Context: an optimization exercise on an open-source flow, tuned for small area. The choices shown serve that exercise and are no tape-out recipe.
At most, simulation tests tie the RTL to the original design; equivalence was not proved.

==> branch harbor: inputs <==
## acdma_top
module acdma_top (
  input  logic         clk,
  input  logic         rst,
  input  logic [127:0] data_in,
  output logic [127:0] decoded_out
);
  logic [15:1] chip;
  wire  [15:0] chipx = {chip, 1'b0};
  wire  [3:0]  ph = ~{chip[8], chip[4], chip[2], chip[1]};
  wire  [3:0]  nn = ~(ph + 4'h1);
  always_ff @(posedge clk) begin
    if (rst) {chip[12], chip[8], chip[4], chip[3], chip[2], chip[1]} <= 6'd0;
    else begin
      chip[1] <= nn[0];
      chip[2] <= nn[1];
      chip[3] <= nn[0] ^ nn[1];
      chip[4] <= nn[2];
      chip[8] <= nn[3];
      chip[12] <= nn[2] ^ nn[3];
    end
  end
  assign chip[5] = chip[1] ^ chip[4];
  assign chip[6] = chip[2] ^ chip[4];
  assign chip[7] = chip[3] ^ chip[4];
  assign chip[9] = chip[1] ^ chip[8];
  assign chip[10] = chip[2] ^ chip[8];
  assign chip[11] = chip[3] ^ chip[8];
  assign chip[13] = chip[1] ^ chip[12];
  assign chip[14] = chip[2] ^ chip[12];
  assign chip[15] = chip[3] ^ chip[12];
  logic [127:0] w;
  assign w[7:0] = {~(data_in[7] ^ chipx[0]), data_in[6:0] ^ {7{chipx[0]}}};
  assign w[15:8] = {~(data_in[15] ^ chipx[1]), data_in[14:8] ^ {7{chipx[1]}}};
  assign w[23:16] = {~(data_in[23] ^ chipx[2]), data_in[22:16] ^ {7{chipx[2]}}};
  assign w[31:24] = {~(data_in[31] ^ chipx[3]), data_in[30:24] ^ {7{chipx[3]}}};
  assign w[39:32] = {~(data_in[39] ^ chipx[4]), data_in[38:32] ^ {7{chipx[4]}}};
  assign w[47:40] = {~(data_in[47] ^ chipx[5]), data_in[46:40] ^ {7{chipx[5]}}};
  assign w[55:48] = {~(data_in[55] ^ chipx[6]), data_in[54:48] ^ {7{chipx[6]}}};
  assign w[63:56] = {~(data_in[63] ^ chipx[7]), data_in[62:56] ^ {7{chipx[7]}}};
  assign w[71:64] = {~(data_in[71] ^ chipx[8]), data_in[70:64] ^ {7{chipx[8]}}};
  assign w[79:72] = {~(data_in[79] ^ chipx[9]), data_in[78:72] ^ {7{chipx[9]}}};
  assign w[87:80] = {~(data_in[87] ^ chipx[10]), data_in[86:80] ^ {7{chipx[10]}}};
  ...
clock: 4.0 ns
lec_check: 0
cap_margin: 20
core_margin: 2
core_utilization: 40
gpl_timing_driven: 0
place_density: 0.6
slew_margin: 20
synth_hierarchical: 1
synth_minimum_keep_size: 0
standard.sh (not shown) runs the stock make flow with config.mk's settings and CLKGATE_MAP_FILE= SYNTH_SCRIPT=/design/flow/synth_recipe.tcl, a recipe that flattens the netlist after the stock synthesis.
==> flow/flow/run.sh <==
#!/bin/bash
# The standard layout, with the smallest buffer on every input and output port
# instead of the flow's default choice, and clock tree synthesis without dummy
# loads and with smaller clock buffers.  make's output goes to flow_make.log.
set -euo pipefail
export BUFFER_PORTS_ARGS="-buffer_cell sky130_fd_sc_hd__buf_1"
export CTS_ARGS="-sink_clustering_enable -repair_clock_nets -dont_use_dummy_load -buf_list {sky130_fd_sc_hd__clkbuf_8 sky130_fd_sc_hd__clkbuf_16} -sink_clustering_size 30 -sink_clustering_max_diameter 100"
bash standard.sh > flow_make.log 2>&1
==> inputs of branch maple, as changes to branch harbor <==
CAP_MARGIN = 0   (was 20)
GPL_TIMING_DRIVEN = not set   (was 0)
SLEW_MARGIN = 0   (was 20)
==> comparison table <==
Run status: branch maple timing/DRC/antenna clean; branch harbor finished with violations
Layout check failures: branch maple -; branch harbor negative setup slack
Via count: branch maple 7,839; branch harbor 8,295
Detailed-placement wirelength estimate: branch maple 25,800 um; branch harbor 26,200 um
Number of buffers other than clock buffers in the final layout: branch maple 294; branch harbor 430
Routing usage on met2: branch maple 27.2%; branch harbor 30.1%
Minimum hold slack: branch maple 0.322 ns; branch harbor 0.334 ns
Worst setup margin: branch maple 0.0845 ns; branch harbor -0.0158 ns
Via count of the first global-routing pass: branch maple 8,665; branch harbor 9,151
Stages on the worst setup path: branch maple 12; branch harbor 13
Worst Max-Slew Pin Slew: branch maple 0.810 ns; branch harbor 0.812 ns
Core occupancy in the finished layout: branch maple 43.6%; branch harbor 46.5%
Area occupied by registers: branch maple 5850 um2; branch harbor 5860 um2
Avg WL per Cell: branch maple 16.9 um; branch harbor 16.1 um
Fmax: branch maple 0.255 GHz; branch harbor 0.249 GHz
Launch point of the worst hold path: branch maple ring[7][0]; branch harbor ring[11][1]
Critical-path maximum fanout: branch maple 11; branch harbor 5


==> inputs of willow <==
acdma_top, a different RTL version from the one above (not shown whole).
==> flow/config.mk <==
export PLATFORM = sky130hd
export DESIGN_NAME = acdma_top
export DESIGN_NICKNAME = acdma_top
export VERILOG_FILES = /design/flow/design.v
export SDC_FILE = /design/flow/constraint.sdc
export NUM_CORES = 4
export LEC_CHECK = 0
export CAP_MARGIN = 20
export CORE_MARGIN = 2
export CORE_UTILIZATION = 70
export PLACE_DENSITY = 0.8
export SLEW_MARGIN = 20
export SYNTH_HIERARCHICAL = 1
export SYNTH_MINIMUM_KEEP_SIZE = 0
==> flow/constraint.sdc <==
create_clock -name core_clock -period 4.0 [get_ports {clk}]
set_input_delay 0.8000 -clock core_clock [delete_from_list [all_inputs] [get_ports {clk}]]
set_output_delay 0.8000 -clock core_clock [all_outputs]
set_load 0.01 [all_outputs]
==> flow/flow/run.sh <==
#!/bin/bash
# The standard layout, with the smallest buffer on every input and output port
# instead of the flow's default choice, and clock tree synthesis without dummy
# loads and with smaller clock buffers.  make's output goes to flow_make.log.
set -euo pipefail
export BUFFER_PORTS_ARGS="-buffer_cell sky130_fd_sc_hd__buf_1"
export CTS_ARGS="-sink_clustering_enable -repair_clock_nets -dont_use_dummy_load -buf_list {sky130_fd_sc_hd__clkbuf_8} -sink_clustering_size 20 -sink_clustering_max_diameter 60"
bash standard.sh > flow_make.log 2>&1
==> xenon (differences from willow) <==
--- a/flow/design.v
+++ b/flow/design.v
@@ -336,42 +336,42 @@
   logic clr_lo, clr_hi;
   assign clr_lo = (ph == 4'd4) | (ph == 4'd5);
   always_comb begin
     case (ph)
       4'd0: sl = 8'haa;
-      4'd1: sl = 8'h55;
+      4'd1: sl = 8'haa;
       4'd2: sl = 8'h00;
       4'd3: sl = 8'h00;
-      4'd4: sl = 8'h5a;
-      4'd5: sl = 8'hb4;
-      4'd6: sl = 8'he1;
-      4'd7: sl = 8'hc3;
-      4'd8: sl = 8'ha5;
-      4'd9: sl = 8'h4b;
-      4'd10: sl = 8'h1e;
-      4'd11: sl = 8'h3c;
-      4'd12: sl = 8'h99;
-      4'd13: sl = 8'h33;
-      4'd14: sl = 8'h66;
+      4'd4: sl = 8'h96;
+      4'd5: sl = 8'h96;
+      4'd6: sl = 8'h3c;
+      4'd7: sl = 8'h3c;
+      4'd8: sl = 8'h5a;
+      4'd9: sl = 8'h5a;
+      4'd10: sl = 8'hf0;
+      4'd11: sl = 8'hf0;
+      4'd12: sl = 8'h66;
+      4'd13: sl = 8'h66;
+      4'd14: sl = 8'hcc;
       4'd15: sl = 8'hcc;
       default: sl = 8'h00;
     endcase
   end
   always_ff @(posedge clk) begin
     sh <= sl;
     clr_hi <= clr_lo;
   end
   logic [4:0] klo [0:7];
   logic [6:0] khi [0:7];
-  assign klo[0] = ph[0] ? 5'h1c : 5'h1c;
-  assign khi[0] = ph[0] ? 7'h7f : 7'h7f;
+  assign klo[0] = ph[0] ? 5'h0 : 5'h18;
+  assign khi[0] = ph[0] ? 7'h3 : 7'h0;
   assign klo[1] = ph[0] ? 5'h1c : 5'h1c;
   assign khi[1] = ph[0] ? 7'h7f : 7'h7f;
-  assign klo[2] = ph[0] ? 5'h1c : 5'h18;
-  assign khi[2] = ph[0] ? 7'h3 : 7'h7f;
-  assign klo[3] = ph[0] ? 5'h0 : 5'h1c;
-  assign khi[3] = ph[0] ? 7'h7f : 7'h0;
+  assign klo[2] = ph[0] ? 5'h1c : 5'h1c;
+  assign khi[2] = ph[0] ? 7'h7f : 7'h7f;
+  assign klo[3] = ph[0] ? 5'h1c : 5'h1c;
+  assign khi[3] = ph[0] ? 7'h7f : 7'h7f;
   assign klo[4] = ph[0] ? 5'h1c : 5'h1c;
   assign khi[4] = ph[0] ? 7'h7f : 7'h7f;
   assign klo[5] = ph[0] ? 5'h1c : 5'h1c;
   assign khi[5] = ph[0] ? 7'h7f : 7'h7f;
   assign klo[6] = ph[0] ? 5'h1c : 5'h1c;
@@ -557,56 +557,56 @@
   fa3 uh7_5 (.a(ha7[5]), .b(hb7[5]), .c(hc7[5]), .s(hs7[5]), .co(hc7[6]));
   assign hs7[6] = ha7[6] ^ hb7[6] ^ hc7[6];
   always_ff @(posedge clk) begin
     ring[1] <= {ring[0][11:5], ls0};
     cy[0] <= lc0[5];
-    ring[2] <= {hs0, ring[1][4:0]};
+    ring[0] <= {hs0, ring[1][4:0]};
     ring[3] <= {ring[2][11:5], ls1};
     cy[1] <= lc1[5];
-    ring[4] <= {hs1, ring[3][4:0]};
+    ring[2] <= {hs1, ring[3][4:0]};
     ring[5] <= {ring[4][11:5], ls2};
     cy[2] <= lc2[5];
-    ring[6] <= {hs2, ring[5][4:0]};
+    ring[4] <= {hs2, ring[5][4:0]};
     ring[7] <= {ring[6][11:5], ls3};
     cy[3] <= lc3[5];
-    ring[8] <= {hs3, ring[7][4:0]};
+    ring[6] <= {hs3, ring[7][4:0]};
     ring[9] <= {ring[8][11:5], ls4};
     cy[4] <= lc4[5];
-    ring[10] <= {hs4, ring[9][4:0]};
+    ring[8] <= {hs4, ring[9][4:0]};
     ring[11] <= {ring[10][11:5], ls5};
     cy[5] <= lc5[5];
-    ring[12] <= {hs5, ring[11][4:0]};
+    ring[10] <= {hs5, ring[11][4:0]};
     ring[13] <= {ring[12][11:5], ls6};
     cy[6] <= lc6[5];
-    ring[14] <= {hs6, ring[13][4:0]};
+    ring[12] <= {hs6, ring[13][4:0]};
     ring[15] <= {ring[14][11:5], ls7};
     cy[7] <= lc7[5];
-    ring[0] <= {hs7, ring[15][4:0]};
+    ring[14] <= {hs7, ring[15][4:0]};
   end
   logic [0:0] cap [0:7];
   always_ff @(posedge clk) begin
-    cap[0] <= ring[4][4:4];
-    cap[1] <= ring[6][4:4];
-    cap[2] <= ring[8][4:4];
-    cap[3] <= ring[10][4:4];
-    cap[4] <= ring[12][4:4];
-    cap[5] <= ring[14][4:4];
-    cap[6] <= ring[0][4:4];
-    cap[7] <= ring[2][4:4];
+    cap[0] <= ring[0][4:4];
+    cap[1] <= ring[2][4:4];
+    cap[2] <= ring[4][4:4];
+    cap[3] <= ring[6][4:4];
+    cap[4] <= ring[8][4:4];
+    cap[5] <= ring[10][4:4];
+    cap[6] <= ring[12][4:4];
+    cap[7] <= ring[14][4:4];
   end
-  assign decoded_out[7:0] = {ring[5][11:5], cap[0]};
-  assign decoded_out[15:8] = ring[6][11:4];
-  assign decoded_out[23:16] = {ring[7][11:5], cap[1]};
-  assign decoded_out[31:24] = ring[8][11:4];
-  assign decoded_out[39:32] = {ring[9][11:5], cap[2]};
-  assign decoded_out[47:40] = ring[10][11:4];
-  assign decoded_out[55:48] = {ring[11][11:5], cap[3]};
-  assign decoded_out[63:56] = ring[12][11:4];
-  assign decoded_out[71:64] = {ring[13][11:5], cap[4]};
-  assign decoded_out[79:72] = ring[14][11:4];
-  assign decoded_out[87:80] = {ring[15][11:5], cap[5]};
-  assign decoded_out[95:88] = ring[0][11:4];
-  assign decoded_out[103:96] = {ring[1][11:5], cap[6]};
-  assign decoded_out[111:104] = ring[2][11:4];
-  assign decoded_out[119:112] = {ring[3][11:5], cap[7]};
-  assign decoded_out[127:120] = ring[4][11:4];
+  assign decoded_out[7:0] = {ring[1][11:5], cap[0]};
+  assign decoded_out[15:8] = ring[0][11:4];
+  assign decoded_out[23:16] = {ring[3][11:5], cap[1]};
+  assign decoded_out[31:24] = ring[2][11:4];
+  assign decoded_out[39:32] = {ring[5][11:5], cap[2]};
+  assign decoded_out[47:40] = ring[4][11:4];
+  assign decoded_out[55:48] = {ring[7][11:5], cap[3]};
+  assign decoded_out[63:56] = ring[6][11:4];
+  assign decoded_out[71:64] = {ring[9][11:5], cap[4]};
+  assign decoded_out[79:72] = ring[8][11:4];
+  assign decoded_out[87:80] = {ring[11][11:5], cap[5]};
+  assign decoded_out[95:88] = ring[10][11:4];
+  assign decoded_out[103:96] = {ring[13][11:5], cap[6]};
+  assign decoded_out[111:104] = ring[12][11:4];
+  assign decoded_out[119:112] = {ring[15][11:5], cap[7]};
+  assign decoded_out[127:120] = ring[14][11:4];
 endmodule
==> flow/flow/run.sh (replaced) <==
#!/bin/bash
# The standard layout, with the smallest buffer on every input and output port
# instead of the flow's default choice, and clock tree synthesis without dummy
# loads and with smaller clock buffers, then downsizing of gates off the
# critical paths after global routing (power recovery).  make's output goes to flow_make.log.
set -euo pipefail
export BUFFER_PORTS_ARGS="-buffer_cell sky130_fd_sc_hd__buf_1"
export CTS_ARGS="-sink_clustering_enable -repair_clock_nets -dont_use_dummy_load -buf_list {sky130_fd_sc_hd__clkbuf_8} -sink_clustering_size 20 -sink_clustering_max_diameter 60"
export RECOVER_POWER=100
bash standard.sh > flow_make.log 2>&1
==> comparison table <==
item	willow	xenon
Run status	complete, no violations	complete, no violations
Portion of the layout cell area used by non-clock buffers	7.457%	7.574%
End point of the worst hold path	r2[4]	ring[2][3]
Effective utilization at floorplan	71.58%	70.80%
Cell area after technology mapping	15090 um^2	14790 um^2
Final worst hold slack	0.2859 ns	0.3160 ns
Share of synthesized area spent on multiplexers	0.9615%	0.7614%
Clock buffers and inverters, area share	1.667%	1.698%
Arrival time reported for the critical path endpoint	4.13 ns	4.26 ns
Simple logic cell fraction of the synthesized area	4.833%	4.873%
Critical path fanouts, max	6	22
Iteration-0 DRC count of the detailed router	315	210
Share of layout cells above drive strength 1	8.716%	6.995%
All-Layer GR Usage	25.87%	24.63%
The RTL of xenon was laid out without a check of its function.

what the ideal ports hide:
No port has a modelled driver above. Below, the same layouts with a new extraction and two added sets of constraints.
Step 1: set_driving_cell puts a clkbuf_16 on clk and a buf_2 on each other input, an assumption about the parent block.
Step 2 also shifts input and output timing later by t, the mid clock arrival at the registers, as if the neighbouring blocks saw the same clock.
a / b / c = no drivers / after step 1 / after step 2; a / b = the first two.
| run | shift t [ns] | setup slack, ns | hold slack, ns | worst data-port slew with drivers (ns) | pins driven straight from the clock port |
|---|---|---|---|---|---|
| branch harbor | 0.524 | -0.016 / -0.016 / -0.016 | 0.334 / 0.334 / 0.334 | 0.04 | 1 |
| branch maple | 0.523 | 0.085 / 0.085 / 0.085 | 0.322 / 0.322 / 0.322 | 0.04 | 1 |
| willow | 0.545 | 0.219 / 0.219 / 0.205 | 0.286 / 0.286 / 0.286 | 0.05 | 1 |
| xenon | 0.549 | 0.187 / 0.187 / 0.187 | 0.316 / 0.316 / 0.316 | 0.05 | 1 |
For willow, which loses most, drivers alone change the setup slack by 0.000 ns; drivers and shift together by -0.014 ns.
